What follows belongs to an exercise in optimizing a design on an open flow for small area, a short achievable clock period and few clock cycles; a production flow would make more cautious choices. Where RTL was checked, it was by simulation tests only, not by an equivalence proof against the original. Only the layout flow was run in run 3; the RTL was not checked for function there. The clock port is modelled as an ideal driver; clocking choices that lean on that would not hold on a real chip. Power is estimated from default activity; no workload was simulated.

$ cat flow/config.mk
export PLATFORM = sky130hd
export DESIGN_NAME = interpolation
export DESIGN_NICKNAME = interpolation
export VERILOG_FILES = /design/flow/design.v
export SDC_FILE = /design/flow/constraint.sdc
export NUM_CORES = 4
export LEC_CHECK = 0
export CAP_MARGIN = 20
export CORE_MARGIN = 2
export CORE_UTILIZATION = 60
export SLEW_MARGIN = 20
$ cat flow/constraint.sdc
create_clock -name core_clock -period 30.0 [get_ports {clk}]
set_input_delay 6.0000 -clock core_clock [delete_from_list [all_inputs] [get_ports {clk}]]
set_output_delay 6.0000 -clock core_clock [all_outputs]
set_load 0.01 [all_outputs]
$ cat flow/design.v
module interpolation (
    input           clk,
    input           RST,
    input           START,
    input   [5:0]   H0,
    input   [5:0]   V0,
    input   [3:0]   SW,
    input   [3:0]   SH,
    output          REN,
    input   [7:0]   R_DATA,
    output  [11:0]  ADDR,
    output  [7:0]   O_DATA,
    output          O_VALID
);
function [11:0] addc;
    input [11:0] x;
    input [11:0] y;
    input        ci;
    reg c;
    integer k;
    begin
        c = ci;
        for (k = 0; k < 12; k = k + 1) begin
            addc[k] = x[k] ^ y[k] ^ c;
            c = (x[k] & y[k]) | (x[k] & c) | (y[k] & c);
        end
    end
endfunction
function [11:0] add12;
    input [11:0] x;
    input [11:0] y;
    begin
        add12 = addc(x, y, 1'b0);
    end
endfunction
function [7:0] lerp;
    input [7:0] a;
    input [7:0] b;
    input [3:0] w;
    reg [11:0] t0, t1, t2, t3, t4, s1, c1, s2, c2, s3, c3, s;
    begin
        t0 = {4'b0, a};
        t1 = {4'b0, w[0] ? b : a};
        t2 = {3'b0, w[1] ? b : a, 1'b0};
        t3 = {2'b0, w[2] ? b : a, 2'b0};
        t4 = {1'b0, w[3] ? b : a, 3'b0};
        s1 = t0 ^ t1 ^ t2;
        c1 = {(t0 & t1) | (t0 & t2) | (t1 & t2), 1'b0};
        s2 = s1 ^ c1 ^ t3;
        c2 = {(s1 & c1) | (s1 & t3) | (c1 & t3), 1'b0};
        s3 = s2 ^ c2 ^ t4;
        c3 = {(s2 & c2) | (s2 & t4) | (c2 & t4), 1'b0};
        s = add12(s3, c3);
        lerp = s[11:4];
    end
endfunction
localparam [4:0] LFSR16 = 5'd24;
reg [3:0] swm1, shm1;
reg        r_act;            
reg        r_low;            
reg [3:0]  r_c;              
reg [4:0]  r_j;              
reg [3:0]  r_y;              
reg [11:0] addr_q;
reg        ren_q;
reg        start_q;          
reg        v1, u1, v2, u2;
reg [3:0]  y1, y2;
reg [7:0]  rd, hold;
reg [7:0]  q0, q1, q2, q3;
reg [2:0]  cnt;              
reg [2:0]  alloc;            
reg [4:0]  c_i;              
reg [3:0]  c_x;              
reg [7:0]  o_data;
reg        o_valid;
assign REN = ren_q;
assign ADDR = addr_q;
assign O_DATA = o_data;
assign O_VALID = o_valid;
wire       c_last_i = (c_i == LFSR16);
wire       c_go = (cnt != 3'd0) && (c_x == 4'd0 || cnt[2:1] != 2'b00);
wire [11:0] cx_sum = add12({8'd0, c_x}, {8'd0, swm1});
wire       pop = c_go && (c_last_i || cx_sum[4]);
reg        n_low, n_more;
reg [3:0]  n_c;
reg [4:0]  n_j;
reg [3:0]  n_y;
reg [5:0]  n_dc;             
reg        n_ci;
reg [5:0]  n_dr;             
reg [11:0] ysum;
reg [11:0] rc_inc;
always @(*) begin
    n_c = r_c;
    n_j = r_j;
    n_y = r_y;
    n_dc = 6'd0;
    n_ci = !r_low;
    n_low = 1'b0;
    n_more = 1'b1;
    n_dr = 6'd0;
    rc_inc = add12({8'd0, r_c}, 12'd1);
    ysum = add12({8'd0, r_y}, {8'd0, shm1});
    if (r_low) begin
        n_dr = 6'h3f;
    end else if (r_c != swm1) begin
        n_c = rc_inc[3:0];
        n_low = (r_y != 4'd0);
        n_dr = {5'd0, n_low};
    end else begin
        n_c = 4'd0;
        n_j = {r_j[3:0], r_j[4] ^ r_j[2]};
        n_y = ysum[3:0];
        n_dc = {2'b11, ~swm1};       
        n_low = (ysum[3:0] != 4'd0);
        n_dr = {4'd0, ysum[4] & n_low, ysum[4] ^ n_low};
        n_more = (r_j != LFSR16);
    end
end
wire [11:0] row_sum = add12({6'd0, addr_q[11:6]}, {6'd0, n_dr});
wire [11:0] col_sum = addc({6'd0, addr_q[5:0]}, {6'd0, n_dc}, n_ci);
wire credit = (alloc != 3'd4) || pop;
wire issue = r_act && !start_q && n_more && (r_low || credit);
wire       push = v2 && u2;
wire [7:0] kv = lerp(rd, hold, y2);
reg [7:0] s0, s1, s2, s3;
reg [2:0] wi;
always @(*) begin
    s0 = pop ? q1 : q0;
    s1 = pop ? q2 : q1;
    s2 = pop ? q3 : q2;
    s3 = q3;
    wi = cnt - {2'b0, pop};
    if (push) begin
        case (wi[1:0])
            2'd0: s0 = kv;
            2'd1: s1 = kv;
            2'd2: s2 = kv;
            2'd3: s3 = kv;
        endcase
    end
end
wire [11:0] sw_dec = add12({8'd0, SW}, 12'hfff);
wire [11:0] sh_dec = add12({8'd0, SH}, 12'hfff);
always @(posedge clk) begin
    rd <= R_DATA;
    hold <= rd;
    y1 <= start_q ? 4'd0 : r_y;
    u1 <= start_q || !r_low;
    y2 <= y1;
    u2 <= u1;
    q0 <= s0;
    q1 <= s1;
    q2 <= s2;
    q3 <= s3;
    o_data <= lerp(q0, q1, c_x);
    ren_q <= !(START || issue);
    if (START) begin
        swm1 <= sw_dec[3:0];
        shm1 <= sh_dec[3:0];
    end
    if (START)
        addr_q <= {V0, H0};
    else if (issue)
        addr_q <= {row_sum[5:0], col_sum[5:0]};
    if (start_q) begin
        r_low <= 1'b0;
        r_c <= 4'd0;
        r_j <= 5'd1;
        r_y <= 4'd0;
        c_i <= 5'd1;
        c_x <= 4'd0;
    end else begin
        if (issue) begin
            r_low <= n_low;
            r_c <= n_c;
            r_j <= n_j;
            r_y <= n_y;
        end
        if (c_go) begin
            if (c_last_i) begin
                c_i <= 5'd1;
                c_x <= 4'd0;
            end else begin
                c_i <= {c_i[3:0], c_i[4] ^ c_i[2]};
                c_x <= cx_sum[3:0];
            end
        end
    end
end
always @(posedge clk or posedge RST) begin
    if (RST) begin
        r_act <= 1'b0;
        start_q <= 1'b0;
        v1 <= 1'b0;
        v2 <= 1'b0;
        cnt <= 3'd0;
        alloc <= 3'd0;
        o_valid <= 1'b0;
    end else begin
        v1 <= !ren_q && (r_act || start_q);
        v2 <= v1;
        o_valid <= c_go;
        start_q <= START;
        if (start_q) begin
            r_act <= 1'b1;
            cnt <= 3'd0;
            alloc <= 3'd1;
        end else begin
            if (!n_more)
                r_act <= 1'b0;
            cnt <= cnt + {2'b0, push} - {2'b0, pop};
            alloc <= alloc + {2'b0, issue && !r_low} - {2'b0, pop};
        end
    end
end
endmodule
$ cat flow/flow/run.sh
#!/bin/bash
# The standard ORFS layout (the standard.sh) with these changes:
#  - the port buffers are sky130_fd_sc_hd__buf_2 cells instead of the
#    cell buffer_ports picks by itself (a slow clkdlybuf4s50);
#  - the clock tree is one level of four sky130_fd_sc_hd__clkbuf_16 cells,
#    one per quarter of the placed flip-flops (equal counts), built before the CTS step
#    (pre_cts.tcl), which then leaves the clock nets alone.
# make's full output goes to standard.log; ORFS keeps each step's log under
# orfs/logs.
set -euo pipefail
here="$(cd "$(dirname "${BASH_SOURCE[0]}")" && pwd)"
export BUFFER_PORTS_ARGS="-buffer_cell sky130_fd_sc_hd__buf_2"
export PRE_RESIZE_TCL="$here/pre_resize.tcl"
export PRE_CTS_TCL="$here/pre_cts.tcl"
export CTS_ARGS="-repair_clock_nets -dont_use_dummy_load"
export SETUP_SLACK_MARGIN=23.35
bash standard.sh finish > standard.log 2>&1
$ cat flow/flow/pre_cts.tcl
# Clock tree of one level: the clock port drives four clkbuf_16 cells. The
# placed flip-flops are split into two halves at the median x, each half
# into two at its own median y, and each buffer is placed at the centre of
# its quarter. clock_tree_synthesis then leaves these nets as they are.
set block [ord::get_db_block]
set clknet [$block findNet clk]
set sinks {}
foreach it [$clknet getITerms] {
  set loc [[$it getInst] getLocation]
  lappend sinks [list [lindex $loc 0] [lindex $loc 1] $it]
}
set sinks [lsort -integer -index 0 $sinks]
set half [expr {[llength $sinks] / 2}]
set groups {}
foreach part [list [lrange $sinks 0 [expr {$half - 1}]] [lrange $sinks $half end]] {
  set part [lsort -integer -index 1 $part]
  set h [expr {[llength $part] / 2}]
  lappend groups [lrange $part 0 [expr {$h - 1}]] [lrange $part $h end]
}
set master [[ord::get_db] findMaster sky130_fd_sc_hd__clkbuf_16]
set q 0
foreach g $groups {
  set buf [odb::dbInst_create $block $master "clkbuf_q$q"]
  set net [odb::dbNet_create $block "clknet_q$q"]
  $net setSigType CLOCK
  [$buf findITerm A] connect $clknet
  [$buf findITerm X] connect $net
  set sx 0
  set sy 0
  foreach s $g {
    set it [lindex $s 2]
    $it disconnect
    $it connect $net
    incr sx [lindex $s 0]
    incr sy [lindex $s 1]
  }
  $buf setLocation [expr {$sx / [llength $g]}] [expr {$sy / [llength $g]}]
  $buf setPlacementStatus PLACED
  puts "clock buffer clkbuf_q$q: [llength $g] flip-flops"
  incr q
}
set_cts_config -skip_nets {clk clknet_q0 clknet_q1 clknet_q2 clknet_q3}
$ cat flow/flow/pre_resize.tcl
foreach port [all_inputs] {
  set pname [get_full_name $port]
  if {$pname == "clk"} { continue }
  foreach pin [get_pins -quiet -of_objects [get_nets $pname]] {
    set inst [get_cells -of_objects $pin]
    if {![string match "*__buf_*" [get_property $inst ref_name]]} { continue }
    set out [get_pins -of_objects $inst -filter "direction == output"]
    set fanout [llength [get_pins -of_objects [get_nets -of_objects $out] -filter "direction == input"]]
    if {$fanout > 16} {
      set cell sky130_fd_sc_hd__buf_8
    } elseif {$fanout <= 4} {
      set cell sky130_fd_sc_hd__buf_1
    } else {
      continue
    }
    puts "port $pname: buffer [get_full_name $inst] drives $fanout pins, now $cell"
    replace_cell $inst $cell
  }
}
$ cat flow/standard.sh
#!/bin/bash
# synth_recipe.tcl (not shown) runs the flow's synth.tcl, then flattens the netlist and writes it again
# the make line also repeats each setting of config.mk as NAME=value (left out here)
make -C /OpenROAD-flow-scripts/flow DESIGN_CONFIG=/design/flow/config.mk WORK_HOME=/design/flow/orfs CLKGATE_MAP_FILE= SYNTH_SCRIPT=/design/flow/synth_recipe.tcl "${@:-finish}"
==> impl_metrics.ini, run 1 <==
[outcome]
outcome = no timing/DRC/antenna violations

[synth]
synth-edff-count = 28
synth_nets = 718
ys_types = 41
ys_async_sr_fraction_pct = 9.09
yosys_most_used_dff = dfxtp_1
synth.largest_area_cell = dfxtp_1
ys_seq_elements = 121
yosysWarnings = 1
ys_top_cells_by_area = dfxtp_1 24%, fa_1 21%, edfxtp_1 12%
synth_cells = 599
syn_area_um2 = 6930
netlist.area_leader.share_pct = 23.7
synth_area_per_cell_um2 = 11.6
synth-seq-area-share_pct = 39.8

[cells_and_area]
multi_input_area_um2 = 3850
syn_to_final_growth_pct = 10.7
n_antenna_cell = 0
nets = 770
regArea_um2 = 2760
drive_gt1_share_pct = 16.8
final.fill_count = 873

[global_route]
grt_antenna_before_repair = 0
grt_start_max_net_pins = 35
grt_overflow = 0
grtUsageTotal_pct = 18.3
grt_pass1_vias = 4249
grt_pass1_wl_um = 19500

[clock_tree]
insertion_delay_ps = 180
clk_pin_slew_ps = 110

[die]
ioPinCount = 53
die_area_um2 = 12400
core_um2 = 11400
row_count = 39
die_w_um = 111
start_util_pct = 61.0
die_h_um = 111

[placement]
dp_hpwl_um = 8550
dp_slack_ps = 23000
gp_congestion = 0.787
io_buffer_count = 52

[power_and_ir_drop]
vdd_drop_max_v = 0.000169
finalPower_w = 0.000873
power.share.combinational_pct = 59.9
intPower_w = 0.000509
power_density_nw_per_um2 = 114
sw_frac_of_total_pct = 41.7
leakage_nw = 3.14
clockPowerShare_pct = 7.6
sequentialPowerShare_pct = 32.5
switchingPower_w = 0.000364

[setup_path]
rr_worst_depth = 15
slowest_delay_ps = 450
criticalPathCategory = register to output port
startpoint_type = register
crit_slowest_cell = edfxtp_1
critPathRequiredTime_ps = 24000
r2r_end = q0[6]
worstPathCellList = buf_2
end_kind = output port
crit_family = flip-flops
reg2reg_from = y2[0]
critPathMaxFanout = 3
arrival_ps = 790
critical_path_buf_inv_count = 1
crit_cells = 1
r2r_slack_ps = 24300

[hold_path]
hold_path_depth = 0
hold_class = register to register
min_from = y1[3]
min_to = y2[3]

[routing]
vias_per_cell = 5.25
route.detailed.drc = 0
totalWireLength_um = 11300
routedWlPerCell_um = 14.3
drtIter0Drc = 149
postRouteAntennaNets = 0
dr.pass1.iters = 4
num_vias = 4161

[sta]
fin_setup_tns_ps = 0
finalMaxSlewViolations = 0
setup_violations = 0
worst_pin_slew_ps = 1010
fin_crit_sh_pct = 22.6
worst_slack_ps = 23210
period_needed_ps = 6790
max_freq_mhz = 147
hold_violations = 0
fin_worst_skew_ps = 15.3
relSlewSlack_pct = 32.6
rsz0062_at_grt = true

[flow_run]
max_cap_viol_count = 0
-- layer usage --
metal	track usage, %	wire [um]
met1	22.9	4690
met2	36.0	6250
met3	1.09	234
met4	2.14	141
met5	0	0
-- timing repair --
item | CTS | global route
gates cloned | 2 | 0
hold buffers | 0 | 0
endpoints found under the setup margin | 27 | 16
resized for setup | 22 | 5
buffers inserted | 0 | 10
pin swaps | 4 | 0
-- layout by cell type (no fill, tap or decap), types with 3 or more instances in the layout --
cell type,count
nand2_1,48
edfxtp_1,28
nand2b_1,9
buf_1,25
xnor2_1,14
a21oi_1,11
buf_8,3
fa_1,72
buf_6,3
nor2_1,21
buf_2,20
mux2_2,40
o21ai_0,33
nor2b_1,11
dfrtp_1,11
xor2_1,5
inv_1,78
clkbuf_16,4
nand3_1,4
ha_4,4
ha_1,12
mux2i_1,60
buf_4,12
nor3_1,3
dfxtp_1,80
mux2_4,3
-- state kept, by name (all words and copies together) (netlist names), 3 cells and up --
name and flops:
q0 8, hold 8, y2 4, addr_q 12
shm1 4, c_x 4, o_data 8, rd 8
alloc 3, swm1 4, y1 4, r_y 4
q3 8, cnt 3, c_i 5, q2 8
r_j 5, r_c 4, q1 8
-- worst max path at each step --
| stage | end | slack, ps | from |
|---|---|---|---|
| final | ADDR[0] | 23210 | addr_q[0] |
| after global routing | ADDR[0] | 23190 | addr_q[0] |
| after global placement | addr_q[3] | 22890 | START |
| after floorplan | addr_q[6] | 23170 | START |
| after detailed placement | shm1[3] | 23000 | SH[1] |
| after CTS | shm1[3] | 23200 | SH[1] |
-- final cells by class --
| cell class | instances | area share [%] |
|---|---|---|
| multi-input combinational | 375 | 50.2 |
| sequential | 121 | 36.0 |
| timing repair buffer | 65 | 5.51 |
| inverter | 84 | 4.63 |
| tap | 143 | 2.33 |
| buffer | 4 | 1.30 |
-- power by group through the flow --
stage                     clock network (W)  logic [W]  registers [W]
after floorplan                           0   0.000420       0.000278
after global placement                    0   0.000506       0.000288
after detailed placement                  0   0.000526       0.000291
after CTS                         0.0000486   0.000530       0.000291
after global routing              0.0000732   0.000628       0.000292
final                             0.0000659   0.000523       0.000284
-- synthesized netlist by cell type, types with 2 or more instances --
cell type,instances
nand4b_1,2
mux2i_1,60
dfrtp_1,11
clkbuf_1,12
nor2_1,21
fa_1,72
mux2_2,43
buf_6,3
nand2b_1,9
edfxtp_1,28
a21oi_1,11
ha_1,16
nor3_1,4
nand2_1,48
nand3_1,4
nand4_1,2
xor2_1,5
dfxtp_1,82
xnor2_1,14
buf_1,5
nor2b_1,11
o21ai_0,33
inv_1,84
o21ai_1,2
-- stage by stage --
| step | instance area, um2 | cells | hold slack (ps) | utilization [%] |
|---|---|---|---|---|
| floorplan | 7080 | 599 | 310 | - |
| global placement | 7390 | 776 | 311 | 65.0 |
| detailed placement | 7360 | 776 | 312 | 64.8 |
| CTS | 7580 | 782 | 312 | 66.6 |
| global route | 7670 | 792 | 344 | 67.5 |
| finish | 7670 | 792 | 338 | 67.5 |
-- cell families after synthesis --
family | count (synthesis) | share of synthesized area [%]
DFF | 121 | 39.8
buffers and inverters | 104 | 5.96
xor gates and xnor gates | 19 | 2.40
and+or+nand+nor | 110 | 7.74
AOI/OAI and AO/OA | 54 | 4.78
adders and majority gates | 88 | 23.7
muxes | 103 | 15.6
Testbench counts, summed over its fixed seeds: cycles 21,452.
==> run 2, diff against run 1 <==
--- a/flow/flow/run.sh
+++ b/flow/flow/run.sh
@@ -13,5 +13,4 @@
 export PRE_RESIZE_TCL="$here/pre_resize.tcl"
 export PRE_CTS_TCL="$here/pre_cts.tcl"
 export CTS_ARGS="-repair_clock_nets -dont_use_dummy_load"
-export SETUP_SLACK_MARGIN=23.35
 bash standard.sh finish > standard.log 2>&1
==> run 2 against run 1 <==
  * Largest power group unchanged
  * Still clean on timing, DRC and antenna
  * Setup slack improved by 1.4 ps
  * First-iteration DRC count increased by 32%
  * Maximum frequency about the same
==> impl_metrics.ini, run 2 <==
[synth]
synth.largest_area_cell = dfxtp_1
ys_async_sr_fraction_pct = 9.09
synth-seq-area-share_pct = 39.8
synth-edff-count = 28
synth_area_per_cell_um2 = 11.6
ys_types = 41
synth_cells = 599
synth_xor_area_share_pct = 2.40
yosysWarnings = 1
synthSimpleGateAreaFrac_pct = 7.74
netlist.area_leader.share_pct = 23.7
synth_nets = 718
yosys_most_used_dff = dfxtp_1
synthMuxAreaShare_pct = 15.6
ys_seq_elements = 121
ys_top_cells_by_area = dfxtp_1 24%, fa_1 21%, edfxtp_1 12%
synth_top_family_by_area = adder cells
synth_compound_area_share_pct = 4.78
syn_area_um2 = 6930
synthAdderAreaFrac_pct = 23.7
synth.most_common_cell = inv_1
synthTopCellsByCount = 84 x inv_1, 82 x dfxtp_1, 72 x fa_1, 60 x mux2i_1, 48 x nand2_1

[cells_and_area]
regArea_um2 = 2760
nets = 758
final.fill_count = 908
n_antenna_cell = 0
largest_register_ffs = 12
multi_input_area_um2 = 3770
syn_to_final_growth_pct = 6.28
mostFrequentLayoutCells = 84 x inv_1, 82 x dfxtp_1, 72 x fa_1
final_util_pct = 64.8
regMostFlops = addr_q
final_common_cell = inv_1
drive_gt1_share_pct = 12.7

[routing]
postRouteAntennaNets = 0
routedWlPerCell_um = 13.9
vias_per_cell = 5.28
totalWireLength_um = 10800
dr.pass1.iters = 4
num_vias = 4119
route.detailed.drc = 0
drtIter0Drc = 196

[sta]
max_freq_mhz = 147
worst_pin_slew_ps = 1040
fin_worst_skew_ps = 15.2
setup_violations = 0
period_needed_ps = 6780
worst_slack_ps = 23220
fin_crit_sh_pct = 22.6
rsz0062_at_grt = false
finalMaxSlewViolations = 0
fin_setup_tns_ps = 0
relSlewSlack_pct = 30.8
hold_violations = 0

[die]
core_um2 = 11400
die_h_um = 111
start_util_pct = 61.0
die_area_um2 = 12400
row_count = 39
ioPinCount = 53
die_w_um = 111

[power_and_ir_drop]
vdd_drop_max_v = 0.000160
leakage_nw = 3.02
power_density_nw_per_um2 = 119

[setup_path]
r2r_slack_ps = 24260
critPathMaxFanout = 3
slowest_delay_ps = 450
crit_cells = 1
arrival_ps = 780
criticalPathCategory = register to output port
startpoint_type = register
crit_family = flip-flops
worstPathCellList = buf_2
end_kind = output port
critPathRequiredTime_ps = 24000
critical_path_buf_inv_count = 1
crit_slowest_cell = edfxtp_1
rr_worst_depth = 15

[global_route]
grt_start_max_net_pins = 35
grt_pass1_wl_um = 19200
grt_overflow = 0
grt_antenna_before_repair = 0
grt_pass1_vias = 4298
grtUsageTotal_pct = 18.0

[clock_tree]
insertion_delay_ps = 180
cts_setup_buffers = 0
cts_resized = 0
clk_pin_slew_ps = 110
postCtsHoldBufs = 0

[flow_run]
max_cap_viol_count = 0

[hold_path]
hold_class = register to register
hold_path_depth = 0

[placement]
gp_congestion = 0.767
dp_hpwl_um = 8560
dp_slack_ps = 23090
io_buffer_count = 52

[outcome]
outcome = no timing/DRC/antenna violations
[run 2: cell counts after synthesis]
Identical to the previous run, type by type.
[run 2: report_power, final]
part / switching, W / total, W / leakage, nW / internal, W
Clock: 0.0000407 / 0.0000656 / 0.0493 / 0.0000249
Sequential: 0.0000494 / 0.000286 / 1.08 / 0.000236
Combinational: 0.000280 / 0.000525 / 1.89 / 0.000245
[run 2: stage by stage]
step | area, um2 | std cells | power, W | hold slack, ps
final | 7370 | 780 | 0.000876 | 329
after global routing | 7370 | 780 | 0.000997 | 343
after CTS | 7360 | 780 | 0.000884 | 312
after detailed placement | 7260 | 776 | 0.000833 | 312
after global placement | 7290 | 776 | 0.000792 | 311
after floorplan | 6930 | 599 | 0.000696 | 310
[run 2: cells by family after synthesis]
family,Yosys count
simple gates,110
flops,121
compound gates,54
mux,103
fa+ha+maj,88
buf+inv,104
xor+xnor,19
[run 2: layer usage]
metal	part of all wire (%)	GRT usage [%]
met1	41	21.8
met5	0	0
met4	1.3	2.06
met2	56	36.2
met3	2.1	0.762
[run 2: final timing paths]
path | from | endpoint
min in group asynchronous | RST | o_valid
setup reg to reg | y2[0] | q0[6]
hold reg to reg | u1 | u2
hold / removal | u1 | u2
setup / recovery | addr_q[0] | ADDR[0]
max in group asynchronous | RST | alloc[1]
[run 2: final cells by class]
class,instances,share of cell area [%]
Sequential cell,121,37.4
Tap cell,143,2.43
Timing Repair Buffer,54,3.38
Inverter,84,4.28
Buffer,4,1.36
Multi-Input combinational cell,374,51.1
==> run 3, diff against run 2 <==
--- a/flow/design.v
+++ b/flow/design.v
@@ -118,8 +118,8 @@
         n_more = (r_j != LFSR16);
     end
 end
-wire [11:0] row_sum = add12({6'd0, addr_q[11:6]}, {6'd0, n_dr});
-wire [11:0] col_sum = addc({6'd0, addr_q[5:0]}, {6'd0, n_dc}, n_ci);
+wire [11:0] row_sum = add12({6'd0, addr_q[11:6]}, {6'd0, n_dr & {6{issue}}});
+wire [11:0] col_sum = addc({6'd0, addr_q[5:0]}, {6'd0, n_dc & {6{issue}}}, n_ci & issue);
 wire credit = (alloc != 3'd4) || pop;
 wire issue = r_act && !start_q && n_more && (r_low || credit);
 wire       push = v2 && u2;
@@ -160,10 +160,7 @@
         swm1 <= sw_dec[3:0];
         shm1 <= sh_dec[3:0];
     end
-    if (START)
-        addr_q <= {V0, H0};
-    else if (issue)
-        addr_q <= {row_sum[5:0], col_sum[5:0]};
+    addr_q <= START ? {V0, H0} : {row_sum[5:0], col_sum[5:0]};
     if (start_q) begin
         r_low <= 1'b0;
         r_c <= 4'd0;
==> run 3 against run 2 <==
  * Still clean
  * Sequential share of layout area fell by 1.1 points
  * Sequential power fell by 8.7%
  * Utilization rose by 1.3 points
  * Critical path type is now primary input to register
  * Largest power group unchanged
==> impl_metrics.ini, run 3 <==
[die]
die_area_um2 = 12300
core_um2 = 11000
ioPinCount = 53
start_util_pct = 62.2
row_count = 38
die_h_um = 111
die_w_um = 111

[power_and_ir_drop]
vdd_drop_max_v = 0.000155
power_density_nw_per_um2 = 105
leakage_nw = 2.96

[sta]
setup_violations = 0
holdWs_ps = 336
finalMaxSlewViolations = 0
fin_crit_sh_pct = 22.4
fin_setup_tns_ps = 0
rsz0062_at_grt = false
period_needed_ps = 6710
worst_pin_slew_ps = 1040
hold_violations = 0
relSlewSlack_pct = 31.0
max_freq_mhz = 149
fin_worst_skew_ps = 13.8

[setup_path]
end_kind = register
worstSetupEndpoint = shm1[3]
critPathMaxFanout = 2
r2r_end = q2[6]
crit_slowest_cell = ha_1
worstPathCellList = buf_1 > inv_1 > ha_1 > ha_1 > xor2_1
slowest_delay_ps = 190
reg2reg_from = y2[0]
r2r_slack_ps = 24260
rr_worst_depth = 15
critPathRequiredTime_ps = 29930
criticalPathCategory = primary input to register
cpMostUsedCell = ha_1
startpoint_type = primary input
startpoint = SH[0]
arrival_ps = 6640

[synth]
netlist.area_leader.share_pct = 27.5
synth.most_common_cell = dfxtp_1
synthMuxAreaShare_pct = 15.0
syn_area_um2 = 6830
ys_async_sr_fraction_pct = 9.09
ys_types = 47
synth_compound_area_share_pct = 5.66
synthTopCellsByCount = 94 x dfxtp_1, 76 x inv_1, 73 x fa_1, 53 x mux2i_1, 45 x nand2_1
synth-edff-count = 16
synth.largest_area_cell = dfxtp_1
synth_area_per_cell_um2 = 11.4
synth_cells = 601
synthSimpleGateAreaFrac_pct = 8.53
yosysWarnings = 1
yosys_most_used_dff = dfxtp_1
synth_xor_area_share_pct = 2.05
ys_seq_elements = 121
synthAdderAreaFrac_pct = 24.3
synth-seq-area-share_pct = 38.6
synth_nets = 721
ys_top_cells_by_area = dfxtp_1 28%, fa_1 21%, mux2i_1 7.8%
synth_top_family_by_area = adder cells

[routing]
drtIter0Drc = 152
dr.pass1.iters = 4
wl_met3_um = 199
dr.max_layer_used = met4
postRouteAntennaNets = 0
num_vias = 4186
totalWireLength_um = 11000
met1_length_um = 4490
vias_per_cell = 5.38
wl_met2_um = 6230
route.detailed.drc = 0
routedWlPerCell_um = 14.2

[hold_path]
hold_class = register to register

[global_route]
grt_pass1_vias = 4516
grtUsageTotal_pct = 18.2
grt_overflow = 0
grt_start_max_net_pins = 35
grt_antenna_before_repair = 0
grt_pass1_wl_um = 19500

[cells_and_area]
drive_gt1_share_pct = 13.0
mostFrequentLayoutCells = 94 x dfxtp_1, 76 x inv_1, 73 x fa_1
n_antenna_cell = 0
finalNonFillerCells = 778
final_common_cell = dfxtp_1
syn_to_final_growth_pct = 6.21
fin_area_um2 = 7260
nets = 760
largest_register_ffs = 12
regMostFlops = addr_q

[placement]
placed_area_um2 = 7150
io_buffer_count = 52
dp_hpwl_um = 8860
numPlacedInstances = 774
gp_congestion = 0.773

[clock_tree]
cts_resized = 0
insertion_delay_ps = 170
clk_pin_slew_ps = 100
cts_setup_buffers = 0
postCtsHoldBufs = 0

[outcome]
outcome = no timing/DRC/antenna violations

[flow_run]
max_cap_viol_count = 0
## run 3: final cells by class
| cell class | count | area, um2 |
|---|---|---|
| plain buffers | 4 | 100 |
| well taps | 140 | 175 |
| inverters | 78 | 293 |
| multi-input cells | 381 | 3800 |
| flip-flops and latches | 121 | 2640 |
| fillers | 882 | 3730 |
| repair buffers | 54 | 249 |
## run 3: worst min path at each step
stage	start	end	slack (ps)	cells after the start
after floorplan	u1	u2	310	0
after global placement	y1[3]	y2[3]	310	0
after detailed placement	u1	u2	310	0
after CTS	u1	u2	310	0
after global routing	y1[3]	y2[3]	350	0
final	u1	u2	340	0
## run 3: stage by stage
stage          util, %  setup WS, ps  total power (W)
5_1_grt           66.1         23240         0.000865
3_5_place_dp      65.1         23090         0.000722
3_3_place_gp      65.4         23110         0.000684
2_1_floorplan        -         23210         0.000605
4_1_cts           66.0         23090         0.000773
6_report          66.1         23290         0.000761
## run 3: logic make-up after synthesis
group / Yosys count
DFF: 121
and+or+nand+nor: 114
xor gates and xnor gates: 16
muxes: 97
buffers and inverters: 99
adders and majority gates: 89
AOI/OAI and AO/OA: 65
## run 3: worst max-delay path, delay by kind of cell
family	cells	cell delay, ps
xor gates and xnor gates	1	150
adders and majority gates	2	370
buffers and inverters	2	110
## run 3: layer usage
| layer | up-vias | track usage [%] |
|---|---|---|
| met2 | 42 | 36.9 |
| met5 | - | 0 |
| met1 | 2087 | 21.8 |
| li1 | 2048 | - |
| met4 | 0 | 2.17 |
| met3 | 9 | 0.820 |
## run 3: report_power, final
part,total (W),internal [W],switching [W]
clock,0.0000647,0.0000248,0.0000399
combinational,0.000436,0.000204,0.000232
sequential,0.000261,0.000219,0.0000411
total,0.000761,0.000448,0.000313
==> run 4, diff against run 3 <==
--- a/flow/design.v
+++ b/flow/design.v
@@ -45,11 +45,11 @@
         t3 = {2'b0, w[2] ? b : a, 2'b0};
         t4 = {1'b0, w[3] ? b : a, 3'b0};
         s1 = t0 ^ t1 ^ t2;
-        c1 = {(t0 & t1) | (t0 & t2) | (t1 & t2), 1'b0};
+        c1 = {((t0 & t1) | (t0 & t2) | (t1 & t2)) << 1};
         s2 = s1 ^ c1 ^ t3;
-        c2 = {(s1 & c1) | (s1 & t3) | (c1 & t3), 1'b0};
+        c2 = {((s1 & c1) | (s1 & t3) | (c1 & t3)) << 1};
         s3 = s2 ^ c2 ^ t4;
-        c3 = {(s2 & c2) | (s2 & t4) | (c2 & t4), 1'b0};
+        c3 = {((s2 & c2) | (s2 & t4) | (c2 & t4)) << 1};
         s = add12(s3, c3);
         lerp = s[11:4];
     end
--- a/flow/config.mk
+++ b/flow/config.mk
@@ -7,5 +7,5 @@
 export LEC_CHECK = 0
 export CAP_MARGIN = 20
 export CORE_MARGIN = 2
-export CORE_UTILIZATION = 60
+export CORE_UTILIZATION = 70
 export SLEW_MARGIN = 20
==> run 4 against run 3 <==
  * Final cell count down 0.77%
  * Critical path depth fell by 4
  * Flip-flop and latch count stayed put
  * Die area decreased by 14%
  * Synthesized cell count unchanged
  * Critical endpoint is now ADDR[7]
  * Global-route usage rose by 3.1 points
==> impl_metrics.ini, run 4 <==
[synth]
ys_top_cells_by_area = dfxtp_1 28%, fa_1 21%, mux2i_1 7.8%
yosys_most_used_dff = dfxtp_1
synth.most_common_cell = dfxtp_1
synth_cells = 601
synth.largest_area_cell = dfxtp_1
netlist.area_leader.share_pct = 27.5
synth-seq-area-share_pct = 38.6
ys_seq_elements = 121
synth-edff-count = 16
synthTopCellsByCount = 94 x dfxtp_1, 76 x inv_1, 73 x fa_1, 53 x mux2i_1, 45 x nand2_1
synth_area_per_cell_um2 = 11.4
syn_area_um2 = 6830
synth_nets = 721
ys_types = 47
yosysWarnings = 1
ys_async_sr_fraction_pct = 9.09

[hold_path]
hold_path_depth = 0
min_to = y2[1]
min_from = y1[1]
hold_class = register to register

[routing]
dr.max_layer_used = met4
wl_met2_um = 5810
wl_met3_um = 275
postRouteAntennaNets = 0
routedWlPerCell_um = 13.9
route.detailed.drc = 0
num_vias = 4196
vias_per_cell = 5.44
drtIter0Drc = 134
dr.pass1.iters = 4
met1_length_um = 4490
totalWireLength_um = 10800

[cells_and_area]
n_antenna_cell = 0
regMostFlops = addr_q
mostFrequentLayoutCells = 94 x dfxtp_1, 76 x inv_1, 73 x fa_1
drive_gt1_share_pct = 13.0
final_common_cell = dfxtp_1
final_util_pct = 75.2
largest_register_ffs = 12
fin_area_um2 = 7250
nets = 761
syn_to_final_growth_pct = 6.12

[sta]
max_freq_mhz = 149
hold_violations = 0
fin_worst_skew_ps = 7.12
worst_pin_slew_ps = 1030
fin_crit_sh_pct = 22.4
finalMaxSlewViolations = 0
rsz0062_at_grt = false
holdWs_ps = 335
setup_violations = 0
relSlewSlack_pct = 30.7
period_needed_ps = 6710
fin_setup_tns_ps = 0

[setup_path]
critPathMaxFanout = 2
crit_family = flip-flops
startpoint_type = register
critPathRequiredTime_ps = 24000
rr_worst_depth = 15
crit_slowest_cell = dfxtp_1
r2r_end = q0[6]
criticalPathCategory = register to output port
end_kind = output port
r2r_slack_ps = 24300
worstPathCellList = buf_2
reg2reg_from = y2[0]
critical_path_buf_inv_count = 1
arrival_ps = 710
slowest_delay_ps = 390

[global_route]
grtUsageTotal_pct = 21.3
grt_pass1_vias = 4307
grt_start_max_net_pins = 34
grt_pass1_wl_um = 18700
grt_overflow = 0
grt_antenna_before_repair = 0

[power_and_ir_drop]
vdd_drop_max_v = 0.000107
leakage_nw = 2.96
power_density_nw_per_um2 = 103

[placement]
dp_hpwl_um = 8380
io_buffer_count = 52
gp_congestion = 0.803
placed_area_um2 = 7150

[die]
row_count = 36
die_h_um = 103
start_util_pct = 70.9
die_area_um2 = 10600
die_w_um = 103
core_um2 = 9640
ioPinCount = 53

[clock_tree]
cts_setup_buffers = 0
clk_pin_slew_ps = 110
postCtsHoldBufs = 0
cts_resized = 0
insertion_delay_ps = 170

[flow_run]
max_cap_viol_count = 0

[outcome]
outcome = no timing/DRC/antenna violations
run 4: kinds of logic (layout without fill, tap and decap cells):
family / count (synthesis) / in the layout / share of synthesized area (%)
compound gates: 65 / 65 / 5.66
flops: 121 / 121 / 38.6
buf+inv: 99 / 137 / 5.82
mux: 97 / 97 / 15.0
simple gates: 114 / 114 / 8.53
fa+ha+maj: 89 / 89 / 24.3
xor+xnor: 16 / 16 / 2.05
run 4: how the worst max path moves through the flow:
stage | startpoint | end | slack [ps] | cells past startpoint
3_5_place_dp | SW[0] | swm1[3] | 23080 | 5
2_1_floorplan | SH[0] | shm1[3] | 23210 | 4
4_1_cts | SW[0] | swm1[3] | 23080 | 5
5_1_grt | SW[0] | swm1[3] | 23230 | 5
3_3_place_gp | SW[0] | swm1[3] | 23120 | 5
6_report | addr_q[7] | ADDR[7] | 23290 | 1
run 4: area by class of cell:
type,count,area (um2)
Multi-Input combinational cell,381,3800
Buffer,4,100
Tap cell,133,166
Fill cell,721,2390
Inverter,78,293
Sequential cell,121,2640
Timing Repair Buffer,55,256
run 4: report_power, final:
part / total (W) / switching, W / internal, W
sequential: 0.000260 / 0.0000401 / 0.000219
combinational: 0.000425 / 0.000226 / 0.000199
clock: 0.0000651 / 0.0000403 / 0.0000248
run 4: stage by stage:
stage	power (W)	setup WS, ps	cells
3_3_place_gp	0.000676	23120	768
4_1_cts	0.000757	23080	772
2_1_floorplan	0.000605	23210	601
3_5_place_dp	0.000705	23080	768
6_report	0.000749	23290	772
5_1_grt	0.000859	23230	772
run 4: layer usage:
metal	vias up	global-route usage [%]
met1	2067	26.6
met5	-	0
met4	0	4.25
met3	15	1.15
li1	2048	-
met2	66	41.2
Testbench counts of run 4, summed over its fixed seeds: cycles 21,452.
==> run 5, diff against run 4 <==
--- a/flow/config.mk
+++ b/flow/config.mk
@@ -7,5 +7,5 @@
 export LEC_CHECK = 0
 export CAP_MARGIN = 20
 export CORE_MARGIN = 2
-export CORE_UTILIZATION = 70
+export CORE_UTILIZATION = 60
 export SLEW_MARGIN = 20
==> run 5 against run 4 <==
  * Still clean
  * First-iteration DRC count is 51% higher
  * Sequential share of layout area hardly changed
  * Flip-flop and latch count stayed put
  * Die area is 16% higher
  * Critical path type is now primary input to register
  * Highest routed layer unchanged
==> impl_metrics.ini, run 5 <==
[power_and_ir_drop]
vdd_drop_max_v = 0.000175
leakage_nw = 2.96
power_density_nw_per_um2 = 105
finalPower_w = 0.000764

[routing]
dr.pass1.iters = 4
num_vias = 4183
postRouteAntennaNets = 0
vias_per_cell = 5.38
drtIter0Drc = 203
totalWireLength_um = 11100
routedWlPerCell_um = 14.3
route.detailed.drc = 0

[clock_tree]
postCtsHoldBufs = 0
cts_resized = 0
clk_pin_slew_ps = 100
cts_setup_buffers = 0
insertion_delay_ps = 180

[sta]
fin_worst_skew_ps = 14.5
relSlewSlack_pct = 30.4
period_needed_ps = 6710
hold_violations = 0
rsz0062_at_grt = false
fin_crit_sh_pct = 22.4
setup_violations = 0
worst_slack_ps = 23290
finalMaxSlewViolations = 0
worst_pin_slew_ps = 1040
fin_setup_tns_ps = 0
max_freq_mhz = 149

[cells_and_area]
syn_to_final_growth_pct = 6.21
largest_register_ffs = 12
final_common_cell = dfxtp_1
fin_area_um2 = 7260
mostFrequentLayoutCells = 94 x dfxtp_1, 76 x inv_1, 73 x fa_1
nets = 760
finalNonFillerCells = 778
drive_gt1_share_pct = 13.0
regMostFlops = addr_q
n_antenna_cell = 0

[flow_run]
max_cap_viol_count = 0

[synth]
syn_area_um2 = 6830
synth.most_common_cell = dfxtp_1
synth_cells = 601
ys_async_sr_fraction_pct = 9.09
yosysWarnings = 1
yosys_most_used_dff = dfxtp_1
synthTopCellsByCount = 94 x dfxtp_1, 76 x inv_1, 73 x fa_1, 53 x mux2i_1, 45 x nand2_1
ys_top_cells_by_area = dfxtp_1 28%, fa_1 21%, mux2i_1 7.8%
synth-edff-count = 16
ys_types = 47
netlist.area_leader.share_pct = 27.5
synth_nets = 721
ys_seq_elements = 121
synth.largest_area_cell = dfxtp_1
synth-seq-area-share_pct = 38.6
synth_area_per_cell_um2 = 11.4

[setup_path]
r2r_slack_ps = 24240
crit_slowest_cell = ha_1
arrival_ps = 6640
end_kind = register
startpoint_type = primary input
worstPathCellList = buf_1 > inv_1 > ha_1 > ha_1 > xor2_1
critPathMaxFanout = 2
critPathRequiredTime_ps = 29930
criticalPathCategory = primary input to register
cpMostUsedCell = ha_1
slowest_delay_ps = 190

[global_route]
grt_pass1_vias = 4512
grt_antenna_before_repair = 0
grtUsageTotal_pct = 18.4
grt_pass1_wl_um = 19800
grt_overflow = 0
grt_start_max_net_pins = 35

[hold_path]
hold_class = register to register

[outcome]
outcome = no timing/DRC/antenna violations

[die]
ioPinCount = 53
die_area_um2 = 12300
start_util_pct = 62.2
die_w_um = 111
core_um2 = 11000
row_count = 38
die_h_um = 111

[placement]
gp_congestion = 0.773
numPlacedInstances = 774
placed_area_um2 = 7150
io_buffer_count = 52
dp_hpwl_um = 8870
dp_slack_ps = 23090
-- run 5: changes by cell type in the layout (fill, tap and decap cells not counted) --
cell and delta:
buf_4 -1, nor3_2 +1, nor3_1 -1
-- run 5: final cells by class --
type | count | area (um2)
timing repair buffer | 54 | 249
fill | 900 | 3730
multi-input combinational | 381 | 3800
sequential | 121 | 2640
inverter | 78 | 293
tap | 140 | 175
buffer | 4 | 100
-- run 5: layer usage --
layer / up-vias / global-route usage [%] / routed length [um]
li1: 2051 / - / -
met1: 2075 / 22.9 / 4620
met2: 48 / 36.7 / 6210
met3: 9 / 0.765 / 210
met4: 0 / 1.58 / 95
met5: - / 0 / 0
-- run 5: logic make-up after synthesis --
family | synth area share [%]
compound gates | 5.66
xor+xnor | 2.05
fa+ha+maj | 24.3
buf+inv | 5.82
flops | 38.6
mux | 15.0
simple gates | 8.53
-- run 5: worst paths after layout --
check | start | to | depth (start not counted)
worst max-delay path | SH[0] | shm1[3] | 5
worst min-delay path | u1 | u2 | 0
worst max register to register | y2[0] | q2[6] | 15
worst min register to register | u1 | u2 | 0
max in group asynchronous | RST | cnt[0] | 2
min in group asynchronous | RST | o_valid | 2
-- run 5: worst max-delay path: cells and delay by family --
| kind | cells | cell delay [ps] |
|---|---|---|
| xor gates and xnor gates | 1 | 150 |
| adders and majority gates | 2 | 370 |
| buffers and inverters | 2 | 110 |
-- run 5: stage by stage --
step / hold slack, ps / util, %
after floorplan: 310 / -
after global placement: 310 / 65.4
after detailed placement: 314 / 65.1
after CTS: 314 / 66.0
after global routing: 348 / 66.1
final: 336 / 66.1
-- run 5: report_power, final --
| group | internal (W) | switching, W | leakage (nW) | total, W |
|---|---|---|---|---|
| registers | 0.000219 | 0.0000410 | 1.07 | 0.000260 |
| logic | 0.000205 | 0.000233 | 1.84 | 0.000437 |
| clock network | 0.0000249 | 0.0000409 | 0.0493 | 0.0000657 |
| total | 0.000449 | 0.000315 | 2.96 | 0.000764 |
==> run 6, diff against run 5 <==
--- a/flow/design.v
+++ b/flow/design.v
@@ -118,10 +118,10 @@
         n_more = (r_j != LFSR16);
     end
 end
+wire credit = (alloc != 3'd4) || pop;
+wire issue = r_act && !start_q && n_more && (r_low || credit);
 wire [11:0] row_sum = add12({6'd0, addr_q[11:6]}, {6'd0, n_dr & {6{issue}}});
 wire [11:0] col_sum = addc({6'd0, addr_q[5:0]}, {6'd0, n_dc & {6{issue}}}, n_ci & issue);
-wire credit = (alloc != 3'd4) || pop;
-wire issue = r_act && !start_q && n_more && (r_low || credit);
 wire       push = v2 && u2;
 wire [7:0] kv = lerp(rd, hold, y2);
 reg [7:0] s0, s1, s2, s3;
==> run 6 against run 5 <==
  * Cell area did not move
  * Flip-flop and latch count did not move
  * Utilization did not move
  * Largest cell class unchanged
  * Largest power group unchanged
==> impl_metrics.ini, run 6 <==
[power_and_ir_drop]
switchingPower_w = 0.000315
vdd_drop_max_v = 0.000175
sequentialPowerShare_pct = 34.1
intPower_w = 0.000449
power.share.combinational_pct = 57.3
power_density_nw_per_um2 = 105
leakage_nw = 2.96
clockPowerShare_pct = 8.6
sw_frac_of_total_pct = 41.2

[cells_and_area]
syn_to_final_growth_pct = 6.21
drive_gt1_share_pct = 13.0
nets = 760
mostFrequentLayoutCells = 94 x dfxtp_1, 76 x inv_1, 73 x fa_1
n_antenna_cell = 0
regMostFlops = addr_q
largest_register_ffs = 12
final_common_cell = dfxtp_1
finalNonFillerCells = 778

[routing]
drtIter0Drc = 203
postRouteAntennaNets = 0
route.detailed.drc = 0
routedWlPerCell_um = 14.3
vias_per_cell = 5.38
totalWireLength_um = 11100
num_vias = 4183
dr.pass1.iters = 4

[die]
row_count = 38
core_um2 = 11000
ioPinCount = 53
die_h_um = 111
die_area_um2 = 12300
start_util_pct = 62.2
die_w_um = 111

[setup_path]
critPathRequiredTime_ps = 29930
critPathMaxFanout = 2
end_kind = register
rr_worst_depth = 15
arrival_ps = 6640
criticalPathCategory = primary input to register
startpoint_type = primary input

[synth]
ys_types = 47
yosys_most_used_dff = dfxtp_1
synth.most_common_cell = dfxtp_1
yosysWarnings = 1
synthTopCellsByCount = 94 x dfxtp_1, 76 x inv_1, 73 x fa_1, 53 x mux2i_1, 45 x nand2_1
syn_area_um2 = 6830
synth-seq-area-share_pct = 38.6
ys_seq_elements = 121
netlist.area_leader.share_pct = 27.5
synth_cells = 601
synth-edff-count = 16
synth_nets = 721
ys_top_cells_by_area = dfxtp_1 28%, fa_1 21%, mux2i_1 7.8%
synth.largest_area_cell = dfxtp_1
ys_async_sr_fraction_pct = 9.09
synth_area_per_cell_um2 = 11.4

[global_route]
grtUsageTotal_pct = 18.4
grt_start_max_net_pins = 35
grt_overflow = 0
grt_antenna_before_repair = 0
grt_pass1_wl_um = 19800
grt_pass1_vias = 4512

[clock_tree]
insertion_delay_ps = 180
cts_setup_buffers = 0
postCtsHoldBufs = 0
clk_pin_slew_ps = 100
cts_resized = 0

[sta]
fin_crit_sh_pct = 22.4
holdWs_ps = 336
hold_violations = 0
worst_pin_slew_ps = 1040
fin_setup_tns_ps = 0
fin_worst_skew_ps = 14.5
relSlewSlack_pct = 30.4
rsz0062_at_grt = false
max_freq_mhz = 149
finalMaxSlewViolations = 0
period_needed_ps = 6710
setup_violations = 0

[placement]
numPlacedInstances = 774
gp_congestion = 0.773
io_buffer_count = 52
dp_hpwl_um = 8870

[outcome]
outcome = no timing/DRC/antenna violations

[flow_run]
max_cap_viol_count = 0

[hold_path]
hold_class = register to register
hold_path_depth = 0
run 6: kinds of logic after synthesis:
family | after synthesis | share of synthesized area (%)
AOI/OAI and AO/OA | 65 | 5.66
xor gates and xnor gates | 16 | 2.05
adders and majority gates | 89 | 24.3
buffers and inverters | 99 | 5.82
DFF | 121 | 38.6
muxes | 97 | 15.0
and+or+nand+nor | 114 | 8.53
run 6: path summary, 6_finish.rpt:
check | start | end | slack, ps
max in group asynchronous | RST | cnt[0] | 23870
max reg2reg | y2[0] | q2[6] | 24240
min | u1 | u2 | 340
max | SH[0] | shm1[3] | 23290
min in group asynchronous | RST | o_valid | 5800
min reg2reg | u1 | u2 | 340
run 6: stage by stage:
stage	utilization, %	instance area, um2	setup WS, ps	power, W
3_3_place_gp	65.4	7180	23110	0.000684
3_5_place_dp	65.1	7150	23090	0.000721
4_1_cts	66.0	7250	23090	0.000773
2_1_floorplan	-	6830	23210	0.000605
6_report	66.1	7260	23290	0.000764
5_1_grt	66.1	7260	23250	0.000866
run 6: area by class of cell:
class,count,area (um2)
multi-input cells,381,3800
fillers,900,3730
flip-flops and latches,121,2640
inverters,78,293
repair buffers,54,249
well taps,140,175
plain buffers,4,100
run 6: power groups by stage:
| stage | Combinational [W] | Sequential (W) | Clock, W |
|---|---|---|---|
| after floorplan | 0.000350 | 0.000254 | 0 |
| after global placement | 0.000421 | 0.000263 | 0 |
| after detailed placement | 0.000456 | 0.000266 | 0 |
| after CTS | 0.000458 | 0.000266 | 0.0000486 |
| after global routing | 0.000526 | 0.000267 | 0.0000729 |
| final | 0.000437 | 0.000260 | 0.0000657 |
run 6: metal layers:
layer | vias to the layer above | GRT usage, % | wire, um
met4 | 0 | 1.58 | 95
met2 | 48 | 36.7 | 6210
met1 | 2075 | 22.9 | 4620
li1 | 2051 | - | -
met5 | - | 0 | 0
met3 | 9 | 0.765 | 210
run 6: worst max-delay path, stage by stage:
cell and delay [ps]:
buf_1 60, inv_1 50, ha_1 190, ha_1 180, xor2_1 150
Testbench counts of run 6, summed over its fixed seeds: cycles 21,452.

re-timing with driven ports:
In the flow no input, the clock included, has a driving cell. The finished layouts below were timed again as built, in two steps. Step 1 assumes that a clkbuf_16 drives the clock port and a buf_2 every other input. Step 2 adds t to the input delays and takes it off the output delays; t is the mean of the earliest and latest rising clock arrival at the registers after step 1. Input paths then give back, and output paths get back, about the clock's delay inside the block. a / b / c = ideal ports / drivers / drivers and shift; a / b = the first two.
| run | t, ns | setup slack, ns | worst setup path after step 2 | slew at the worst register clock pin (ns) | cell pins on the clock port's net |
|---|---|---|---|---|---|
| run 1 | 0.251 | 23.214 / 23.132 / 23.177 | input to register | 0.12 / 0.12 | 4 |
| run 2 | 0.251 | 23.215 / 23.133 / 23.081 | input to register | 0.12 / 0.12 | 4 |
| run 3 | 0.246 | 23.288 / 23.218 / 23.094 | input to register | 0.11 / 0.11 | 4 |
| run 4 | 0.248 | 23.287 / 23.207 / 23.095 | input to register | 0.11 / 0.11 | 4 |
| run 5 | 0.248 | 23.288 / 23.211 / 23.091 | input to register | 0.12 / 0.12 | 4 |
| run 6 | 0.248 | 23.288 / 23.211 / 23.091 | input to register | 0.12 / 0.12 | 4 |
After both steps every run listed still meets setup and hold.
